Source: an optimization exercise on an open RTL-to-GDS flow (aim: small area, a short achievable clock period and few clock cycles). Production flows keep margins and buffers that such runs may drop.
RTL that was checked went through simulation tests only; none was proved equivalent to the original.
Power and IR drop assume default switching activity.

== P ==
==> flow/design.v (excerpt) <==
module calculator
	(
	input wire clk,
	input wire rst,
	output reg rdy,
	input wire req_valid,
	input wire [2:0] req_instr,
	input wire [31:0] req_operand,
	output reg result_valid,
	output wire [31:0] result,
	output reg [7:0] error
);
Size in the first run: roughly 310 flip-flops, roughly 80 I/O pins.
==> module calculator, before the edit <==
module calculator
	(
	input wire clk,
	input wire rst,
	output reg rdy,
	input wire req_valid,
	input wire [2:0] req_instr,
	input wire [31:0] req_operand,
	output reg result_valid,
	output wire [31:0] result,
	output reg [7:0] error
);
	reg [31:0] T;       
	reg [31:0] S;       
	reg [31:0] R;       
	reg        bm1;     
	reg [8:0]  dep;     
	reg        bmul;    
	reg        bdiv;    
	reg [4:0]  cnt;     
	wire lt2  = dep[0] | dep[1];
	wire full = dep[8];
	wire i_push = (req_instr == 3'd0);
	wire i_add  = (req_instr == 3'd1);
	wire i_sub  = (req_instr == 3'd2);
	wire i_mul  = (req_instr == 3'd3);
	wire i_bad  = req_instr[2] & (req_instr[1] | req_instr[0]);
	always @(*) begin
		if (req_valid && !i_push && lt2) error = 8'd1;
		else if (req_valid && i_push && full) error = 8'd2;
		else if (req_valid && i_bad) error = 8'd3;
		else error = 8'd0;
	end
	wire ok  = i_push ? !full : (!lt2 && !i_bad);
	wire acc = rdy & req_valid & ok;
	wire [31:0] pop_val;
	LIFO #(6, 32) i_stack (
		.clk(clk),
		.push(acc & i_push),
		.dep(dep),
		.dat_i(S),
		.dat_o(pop_val)
	);
	wire one0 = bmul ? (R[0] ^ bm1) : 1'b1;
	wire two0 = bmul & ((R[1] & ~R[0] & ~bm1) | (~R[1] & R[0] & bm1));
	wire neg0 = bmul & R[1];
	wire one1 = bmul & (R[2] ^ R[1]);
	wire two1 = bmul & ((R[3] & ~R[2] & ~R[1]) | (~R[3] & R[2] & R[1]));
	wire neg1 = bmul & R[3];
	wire [31:0] S2  = {S[30:0], 1'b0};
	wire [31:0] m0  = ({32{one0}} & S) | ({32{two0}} & S2);
	wire [31:0] m1  = ({32{one1}} & S) | ({32{two1}} & S2);
	wire [31:0] pp0 = m0 ^ {32{neg0}};
	wire [31:0] pp1 = {m1[29:0], 2'b00} ^ {32{neg1}};
	wire [31:0] cs_s = T ^ pp0 ^ pp1;
	wire [31:0] cs_c = {(T[30:0] & pp0[30:0]) | (T[30:0] & pp1[30:0]) | (pp0[30:0] & pp1[30:0]), neg0};
	wire [31:0] sum;
	wire        sum_co;
	calc_add_fast #(32) u_cpa (.a(cs_s), .b(cs_c), .ci(neg1), .s(sum), .co(sum_co));
	wire [32:0] d1;
	wire        d1_co;
	calc_add #(32) u_sub (.a(S), .b(~R), .ci(1'b1), .s(d1[31:0]), .co(d1_co));
	assign d1[32] = ~d1_co;
	wire        b1 = d1[32];
	wire [5:0] zs, zt;
	calc_lzc i_lzs (.x(S), .z(zs));
	calc_lzc i_lzt (.x(T), .z(zt));
	wire [6:0] dz = {1'b0, zt} - {1'b0, zs};
	wire       t_zero = zt[5];                         
	wire       div_now = t_zero | dz[6];               
	wire [31:0] t_al = T << dz[4:0];
	wire mul_last = (R[31:3] == 29'd0);
	wire div_last = (cnt == 5'd0);
	wire done = (bmul & mul_last) | (bdiv & div_last);
	always @(posedge clk) begin
		if (rst) begin
			rdy <= 1'b1;
			result_valid <= 1'b0;
			dep <= 9'd1;
			bmul <= 1'b0;
			bdiv <= 1'b0;
		end else begin
			if (acc) begin
				if (i_push) begin
					dep <= {dep[7:0], 1'b0};
					result_valid <= 1'b1;
				end else if (!i_mul && !(req_instr[2] && !div_now)) begin
					dep <= {1'b0, dep[8:1]};
				end else begin
					rdy <= 1'b0;
					result_valid <= 1'b0;
					bmul <= i_mul;
					bdiv <= !i_mul;
				end
			end
			if (done) begin
				rdy <= 1'b1;
				result_valid <= 1'b1;
				bmul <= 1'b0;
				bdiv <= 1'b0;
				dep <= {1'b0, dep[8:1]};
			end
		end
	end
	wire a_push = acc & i_push;
	wire a_add  = acc & i_add;
	wire a_sub  = acc & i_sub;
	wire a_mul  = acc & i_mul;
	wire a_div  = acc & req_instr[2];
	wire sT_op   = a_push;
	wire sT_sum  = a_add | bmul;
	wire sT_sub  = a_sub;
	wire sT_q    = bdiv;
	wire sT_ones = a_div & t_zero;
	wire enT     = acc | bmul | bdiv;
	wire [31:0] T_d = ({32{sT_op}} & req_operand) | ({32{sT_sum}} & sum)
	                | ({32{sT_sub}} & d1[31:0]) | ({32{sT_q}} & {T[30:0], ~b1})
	                | {32{sT_ones}};
	wire sS_T   = a_push | (a_mul & b1);
	wire sS_pop = a_add | a_sub | (a_div & div_now) | (bmul & mul_last) | (bdiv & div_last);
	wire sS_sh  = bmul & ~mul_last;
	wire sS_d   = bdiv & ~div_last & ~b1;
	wire enS    = sS_T | sS_pop | sS_sh | sS_d;
	wire [31:0] S_d = ({32{sS_T}} & T) | ({32{sS_pop}} & pop_val)
	                | ({32{sS_sh}} & {S[27:0], 4'b0}) | ({32{sS_d}} & d1[31:0]);
	wire sR_S  = a_mul & b1;
	wire sR_al = a_div & ~div_now;
	wire sR_4  = bmul & ~mul_last;
	wire sR_1  = bdiv & ~div_last;
	wire sR_T  = (acc & ~i_mul & ~(req_instr[2] & ~div_now)) | (bdiv & div_last);
	wire sR_p  = bmul & mul_last;   
	wire enR   = sR_S | sR_al | sR_4 | sR_1 | sR_T | sR_p;
	wire [31:0] R_d = ({32{sR_S}} & S) | ({32{sR_al}} & t_al) | ({32{sR_T}} & T_d) | ({32{sR_p}} & sum)
	                | ({32{sR_4}} & {4'b0, R[31:4]}) | ({32{sR_1}} & {1'b0, R[31:1]});
	always @(posedge clk) begin
		if (enT) T <= T_d;
		if (enS) S <= S_d;
		if (enR) R <= R_d;
		if (a_mul) bm1 <= 1'b0;
		else if (bmul) bm1 <= R[3];
		if (a_div) cnt <= dz[4:0];
		else if (bdiv) cnt <= cnt - 5'd1;
	end
	assign result = T;
endmodule
==> module calc_add_fast, before the edit <==
module calc_add_fast #(parameter W = 32) (
	input wire [W-1:0] a,
	input wire [W-1:0] b,
	input wire ci,
	output wire [W-1:0] s,
	output wire co
);
	reg [W-1:0] g, p;
	integer l, i, j;
	always @(*) begin
		g = a & b;
		p = a ^ b;
		g[0] = g[0] | (p[0] & ci);
		for (l = 1; l < W; l = l * 2)
			for (i = W - 1; i >= 0; i = i - 1)
				if (i & l) begin
					j = (i & ~(l - 1)) - 1;
					g[i] = g[i] | (p[i] & g[j]);
					p[i] = p[i] & p[j];
				end
	end
	assign s = (a ^ b) ^ {g[W-2:0], ci};
	assign co = g[W-1];
endmodule
export LEC_CHECK = 0
export ABC_AREA = 1
export CAP_MARGIN = 0
export CORE_MARGIN = 2
export CORE_UTILIZATION = 50
export CTS_BUF_LIST = sky130_fd_sc_hd__clkbuf_4 sky130_fd_sc_hd__clkbuf_8
export SETUP_SLACK_MARGIN = 4.5
export SLEW_MARGIN = 0
create_clock -name core_clock -period 9.0 [get_ports {clk}]
run.sh (not shown) runs the stock make flow with config.mk's settings and CLKGATE_MAP_FILE= SYNTH_SCRIPT=/design/flow/synth_recipe.tcl, a recipe that flattens the netlist after the stock synthesis.
Testbench counts of P, summed over its fixed seeds: cycles 7,484.
The inputs of Q differ from those of P as listed below.
--- a/flow/design.v
+++ b/flow/design.v
@@ -83,5 +83,5 @@
 	wire [31:0] sum;
 	wire        sum_co;
-	calc_add_fast #(32) u_cpa (.a(cs_s), .b(cs_c), .ci(neg1), .s(sum), .co(sum_co));
+	calc_add #(32) u_cpa (.a(cs_s), .b(cs_c), .ci(neg1), .s(sum), .co(sum_co));
 	wire [32:0] d1;
 	wire        d1_co;
@@ -154,8 +154,7 @@
 	wire sR_4  = bmul & ~mul_last;
 	wire sR_1  = bdiv & ~div_last;
-	wire sR_T  = (acc & ~i_mul & ~(req_instr[2] & ~div_now)) | (bdiv & div_last);
-	wire sR_p  = bmul & mul_last;   
-	wire enR   = sR_S | sR_al | sR_4 | sR_1 | sR_T | sR_p;
-	wire [31:0] R_d = ({32{sR_S}} & S) | ({32{sR_al}} & t_al) | ({32{sR_T}} & T_d) | ({32{sR_p}} & sum)
+	wire sR_T  = (acc & ~i_mul & ~(req_instr[2] & ~div_now)) | done;
+	wire enR   = sR_S | sR_al | sR_4 | sR_1 | sR_T;
+	wire [31:0] R_d = ({32{sR_S}} & S) | ({32{sR_al}} & t_al) | ({32{sR_T}} & T_d)
 	                | ({32{sR_4}} & {4'b0, R[31:4]}) | ({32{sR_1}} & {1'b0, R[31:1]});
 	always @(posedge clk) begin
@@ -236,26 +235,2 @@
 	assign co = g[W-1];
 endmodule
-module calc_add_fast #(parameter W = 32) (
-	input wire [W-1:0] a,
-	input wire [W-1:0] b,
-	input wire ci,
-	output wire [W-1:0] s,
-	output wire co
-);
-	reg [W-1:0] g, p;
-	integer l, i, j;
-	always @(*) begin
-		g = a & b;
-		p = a ^ b;
-		g[0] = g[0] | (p[0] & ci);
-		for (l = 1; l < W; l = l * 2)
-			for (i = W - 1; i >= 0; i = i - 1)
-				if (i & l) begin
-					j = (i & ~(l - 1)) - 1;
-					g[i] = g[i] | (p[i] & g[j]);
-					p[i] = p[i] & p[j];
-				end
-	end
-	assign s = (a ^ b) ^ {g[W-2:0], ci};
-	assign co = g[W-1];
-endmodule
==> comparison <==
Initial antenna violation count was higher in P than in Q.
Total power draw | Q above P
Compared with P, in Q combinational share of power increased 3.3 points; overall routing resource usage saw an increase; multi-input combinational cell count went down by 168; total of hold buffers inserted after clock tree synthesis about even.
| path depth of the worst reg2reg path | Q vs P | 5 higher |
Q against P: final worst-path cycle share +5.9 points; logic depth of the worst path, buffers included went up by 17.
The RTL of Q was laid out without a check of its function.

---

The RTL this note starts from:
==> flow/design.v <==
module LIFO
	#(parameter N=6,    
	  parameter DW=32   
	)
(
	input wire clk,
	input wire push,            
	input wire [N+2:0] dep,     
	input wire [DW-1:0] dat_i,
	output reg [DW-1:0] dat_o   
);
	reg [DW-1:0] mem [0:N-1];
	genvar i;
	generate
		for (i = 0; i < N; i = i + 1) begin : g_ent
			always @(posedge clk)
				if (push && dep[i+2]) mem[i] <= dat_i;
		end
	endgenerate
	integer j;
	always @(*) begin
		dat_o = {DW{1'b0}};
		for (j = 0; j < N; j = j + 1)
			dat_o = dat_o | ({DW{dep[j+3]}} & mem[j]);
	end
endmodule
module calculator
	(
	input wire clk,
	input wire rst,
	output reg rdy,
	input wire req_valid,
	input wire [2:0] req_instr,
	input wire [31:0] req_operand,
	output reg result_valid,
	output wire [31:0] result,
	output reg [7:0] error
);
	reg [31:0] T;       
	reg [31:0] S;       
	reg [31:0] R;       
	reg        bm1;     
	reg [8:0]  dep;     
	reg        bmul;    
	reg        bdiv;    
	reg [4:0]  cnt;     
	wire lt2  = dep[0] | dep[1];
	wire full = dep[8];
	wire i_push = (req_instr == 3'd0);
	wire i_add  = (req_instr == 3'd1);
	wire i_sub  = (req_instr == 3'd2);
	wire i_mul  = (req_instr == 3'd3);
	wire i_bad  = req_instr[2] & (req_instr[1] | req_instr[0]);
	always @(*) begin
		if (req_valid && !i_push && lt2) error = 8'd1;
		else if (req_valid && i_push && full) error = 8'd2;
		else if (req_valid && i_bad) error = 8'd3;
		else error = 8'd0;
	end
	wire ok  = i_push ? !full : (!lt2 && !i_bad);
	wire acc = rdy & req_valid & ok;
	wire [31:0] pop_val;
	LIFO #(6, 32) i_stack (
		.clk(clk),
		.push(acc & i_push),
		.dep(dep),
		.dat_i(S),
		.dat_o(pop_val)
	);
	wire one0 = bmul ? (R[0] ^ bm1) : 1'b1;
	wire two0 = bmul & ((R[1] & ~R[0] & ~bm1) | (~R[1] & R[0] & bm1));
	wire neg0 = bmul & R[1];
	wire one1 = bmul & (R[2] ^ R[1]);
	wire two1 = bmul & ((R[3] & ~R[2] & ~R[1]) | (~R[3] & R[2] & R[1]));
	wire neg1 = bmul & R[3];
	wire [31:0] S2  = {S[30:0], 1'b0};
	wire [31:0] m0  = ({32{one0}} & S) | ({32{two0}} & S2);
	wire [31:0] m1  = ({32{one1}} & S) | ({32{two1}} & S2);
	wire [31:0] pp0 = m0 ^ {32{neg0}};
	wire [31:0] pp1 = {m1[29:0], 2'b00} ^ {32{neg1}};
	wire [31:0] cs_s = T ^ pp0 ^ pp1;
	wire [31:0] cs_c = {(T[30:0] & pp0[30:0]) | (T[30:0] & pp1[30:0]) | (pp0[30:0] & pp1[30:0]), neg0};
	wire [32:0] sum33 = {cs_s, neg1} + {cs_c, neg1};
	wire [31:0] sum = sum33[32:1];
	wire [31:0] sub_b = rdy ? T : R;
	wire [32:0] d1 = {1'b0, S} - {1'b0, sub_b};
	wire        b1 = d1[32];
	wire [5:0] zs, zt;
	calc_lzc i_lzs (.x(S), .z(zs));
	calc_lzc i_lzt (.x(T), .z(zt));
	wire [5:0] dz = zt - zs;
	wire       div_now = (T == 32'd0) | (zt < zs);   
	wire [31:0] t_al = T << dz[4:0];
	wire mul_last = (R[31:3] == 29'd0);
	wire div_last = (cnt == 5'd0);
	wire done = (bmul & mul_last) | (bdiv & div_last);
	always @(posedge clk) begin
		if (rst) begin
			rdy <= 1'b1;
			result_valid <= 1'b0;
			dep <= 9'd1;
			bmul <= 1'b0;
			bdiv <= 1'b0;
		end else begin
			if (acc) begin
				if (i_push) begin
					dep <= {dep[7:0], 1'b0};
					result_valid <= 1'b1;
				end else if (!i_mul && !(req_instr[2] && !div_now)) begin
					dep <= {1'b0, dep[8:1]};
				end else begin
					rdy <= 1'b0;
					result_valid <= 1'b0;
					bmul <= i_mul;
					bdiv <= !i_mul;
				end
			end
			if (done) begin
				rdy <= 1'b1;
				result_valid <= 1'b1;
				bmul <= 1'b0;
				bdiv <= 1'b0;
				dep <= {1'b0, dep[8:1]};
			end
		end
	end
	always @(posedge clk) begin
		if (acc) begin
			if (i_push) begin
				T <= req_operand;
				S <= T;
			end else if (i_add) begin
				T <= sum;
				S <= pop_val;
			end else if (i_sub) begin
				T <= d1[31:0];
				S <= pop_val;
			end else if (i_mul) begin
				T <= 32'd0;
				S <= b1 ? T : S;
				R <= b1 ? S : T;
				bm1 <= 1'b0;
			end else begin
				T <= (T == 32'd0) ? 32'hFFFFFFFF : 32'd0;
				if (div_now) S <= pop_val;
				R <= t_al;
				cnt <= dz[4:0];
			end
		end else if (bmul) begin
			T <= sum;
			S <= mul_last ? pop_val : {S[27:0], 4'b0};
			R <= {4'b0, R[31:4]};
			bm1 <= R[3];
		end else if (bdiv) begin
			T <= {T[30:0], ~b1};
			if (div_last) S <= pop_val;
			else if (!b1) S <= d1[31:0];
			R <= {1'b0, R[31:1]};
			cnt <= cnt - 5'd1;
		end
	end
	assign result = T;
endmodule
module calc_lzc (
	input wire [31:0] x,
	output wire [5:0] z
);
	wire [15:0] v1;
	wire [15:0] z1;
	genvar i;
	generate
		for (i = 0; i < 16; i = i + 1) begin : g1
			assign v1[i] = x[2*i+1] | x[2*i];
			assign z1[i] = ~x[2*i+1];
		end
	endgenerate
	wire [7:0] v2;
	wire [15:0] z2;
	generate
		for (i = 0; i < 8; i = i + 1) begin : g2
			assign v2[i] = v1[2*i+1] | v1[2*i];
			assign z2[2*i+1:2*i] = v1[2*i+1] ? {1'b0, z1[2*i+1]} : {1'b1, z1[2*i]};
		end
	endgenerate
	wire [3:0] v3;
	wire [11:0] z3;
	generate
		for (i = 0; i < 4; i = i + 1) begin : g3
			assign v3[i] = v2[2*i+1] | v2[2*i];
			assign z3[3*i+2:3*i] = v2[2*i+1] ? {1'b0, z2[4*i+3:4*i+2]} : {1'b1, z2[4*i+1:4*i]};
		end
	endgenerate
	wire [1:0] v4;
	wire [7:0] z4;
	generate
		for (i = 0; i < 2; i = i + 1) begin : g4
			assign v4[i] = v3[2*i+1] | v3[2*i];
			assign z4[4*i+3:4*i] = v3[2*i+1] ? {1'b0, z3[6*i+5:6*i+3]} : {1'b1, z3[6*i+2:6*i]};
		end
	endgenerate
	assign z = v4[1] ? {2'b00, z4[7:4]} : v4[0] ? {2'b01, z4[3:0]} : 6'd32;
endmodule
clock: 9.0 ns
lec_check: 0
abc_area: 1
cap_margin: 20
core_margin: 2
core_utilization: 40
setup_slack_margin: 4.5
slew_margin: 20
Testbench counts at the start, summed over its fixed seeds: cycles 7,484.
Edit:
--- a/flow/design.v
+++ b/flow/design.v
@@ -85,9 +85,17 @@
 	wire [31:0] sub_b = rdy ? T : R;
 	wire [32:0] d1 = {1'b0, S} - {1'b0, sub_b};
 	wire        b1 = d1[32];
-	wire [5:0] zs, zt;
-	calc_lzc i_lzs (.x(S), .z(zs));
-	calc_lzc i_lzt (.x(T), .z(zt));
+	function [5:0] clz;
+		input [31:0] x;
+		integer k;
+		begin
+			clz = 6'd32;
+			for (k = 0; k < 32; k = k + 1)
+				if (x[k]) clz = 6'd31 - k;
+		end
+	endfunction
+	wire [5:0] zs = clz(S);
+	wire [5:0] zt = clz(T);
 	wire [5:0] dz = zt - zs;
 	wire       div_now = (T == 32'd0) | (zt < zs);   
 	wire [31:0] t_al = T << dz[4:0];
@@ -161,42 +169,3 @@
 	end
 	assign result = T;
 endmodule
-module calc_lzc (
-	input wire [31:0] x,
-	output wire [5:0] z
-);
-	wire [15:0] v1;
-	wire [15:0] z1;
-	genvar i;
-	generate
-		for (i = 0; i < 16; i = i + 1) begin : g1
-			assign v1[i] = x[2*i+1] | x[2*i];
-			assign z1[i] = ~x[2*i+1];
-		end
-	endgenerate
-	wire [7:0] v2;
-	wire [15:0] z2;
-	generate
-		for (i = 0; i < 8; i = i + 1) begin : g2
-			assign v2[i] = v1[2*i+1] | v1[2*i];
-			assign z2[2*i+1:2*i] = v1[2*i+1] ? {1'b0, z1[2*i+1]} : {1'b1, z1[2*i]};
-		end
-	endgenerate
-	wire [3:0] v3;
-	wire [11:0] z3;
-	generate
-		for (i = 0; i < 4; i = i + 1) begin : g3
-			assign v3[i] = v2[2*i+1] | v2[2*i];
-			assign z3[3*i+2:3*i] = v2[2*i+1] ? {1'b0, z2[4*i+3:4*i+2]} : {1'b1, z2[4*i+1:4*i]};
-		end
-	endgenerate
-	wire [1:0] v4;
-	wire [7:0] z4;
-	generate
-		for (i = 0; i < 2; i = i + 1) begin : g4
-			assign v4[i] = v3[2*i+1] | v3[2*i];
-			assign z4[4*i+3:4*i] = v3[2*i+1] ? {1'b0, z3[6*i+5:6*i+3]} : {1'b1, z3[6*i+2:6*i]};
-		end
-	endgenerate
-	assign z = v4[1] ? {2'b00, z4[7:4]} : v4[0] ? {2'b01, z4[3:0]} : 6'd32;
-endmodule
The changed run completed without violations.
Setup slack loses 0.50 ns.
Cell count shrinks by 14%.
Via count shrinks by 12%.
Synthesized cell count decreases by 17%.
Maximum frequency goes down by 9.9%.
Clock power hardly moves.
Function not checked in the second run of this note: the RTL went through the layout flow alone.

## separate check: timing with driven ports
How much do the figures lean on ideal ports? The routed layouts below were timed once more, with nothing changed but the port constraints.
Step 1 (the two cells are an assumption about what drives the block):
set clk [get_ports {clk}]
set_driving_cell -lib_cell sky130_fd_sc_hd__clkbuf_16 $clk
set_driving_cell -lib_cell sky130_fd_sc_hd__buf_2 [delete_from_list [all_inputs] $clk]
Step 2, shift: input delay + t, output delay - t, t = (earliest + latest rising clock arrival at the registers) / 2. This alone moves slack from input paths to output paths.
Slacks: no drivers / after step 1 / after step 2; pairs: no drivers / after step 1.
| run | shift t [ns] | slack for setup (ns) | worst setup path at the end | slew at the worst register clock pin (ns) |
|---|---|---|---|---|
| P | 0.677 | 4.613 / 4.592 / 4.288 | input to register | 0.09 / 0.09 |
| Q | 0.706 | 4.082 / 4.082 / 4.040 | input to register | 0.07 / 0.07 |
| the first run of note 2 | 0.608 | 4.429 / 4.391 / 4.017 | input to register | 0.08 / 0.08 |
| the second run of note 2 | 0.615 | 3.929 / 3.929 / 3.929 | register to register | 0.06 / 0.06 |
After both steps setup and hold are still met in every run listed. For the first run of note 2, which loses most, drivers alone change the setup slack by -0.038 ns; drivers and shift together by -0.412 ns.
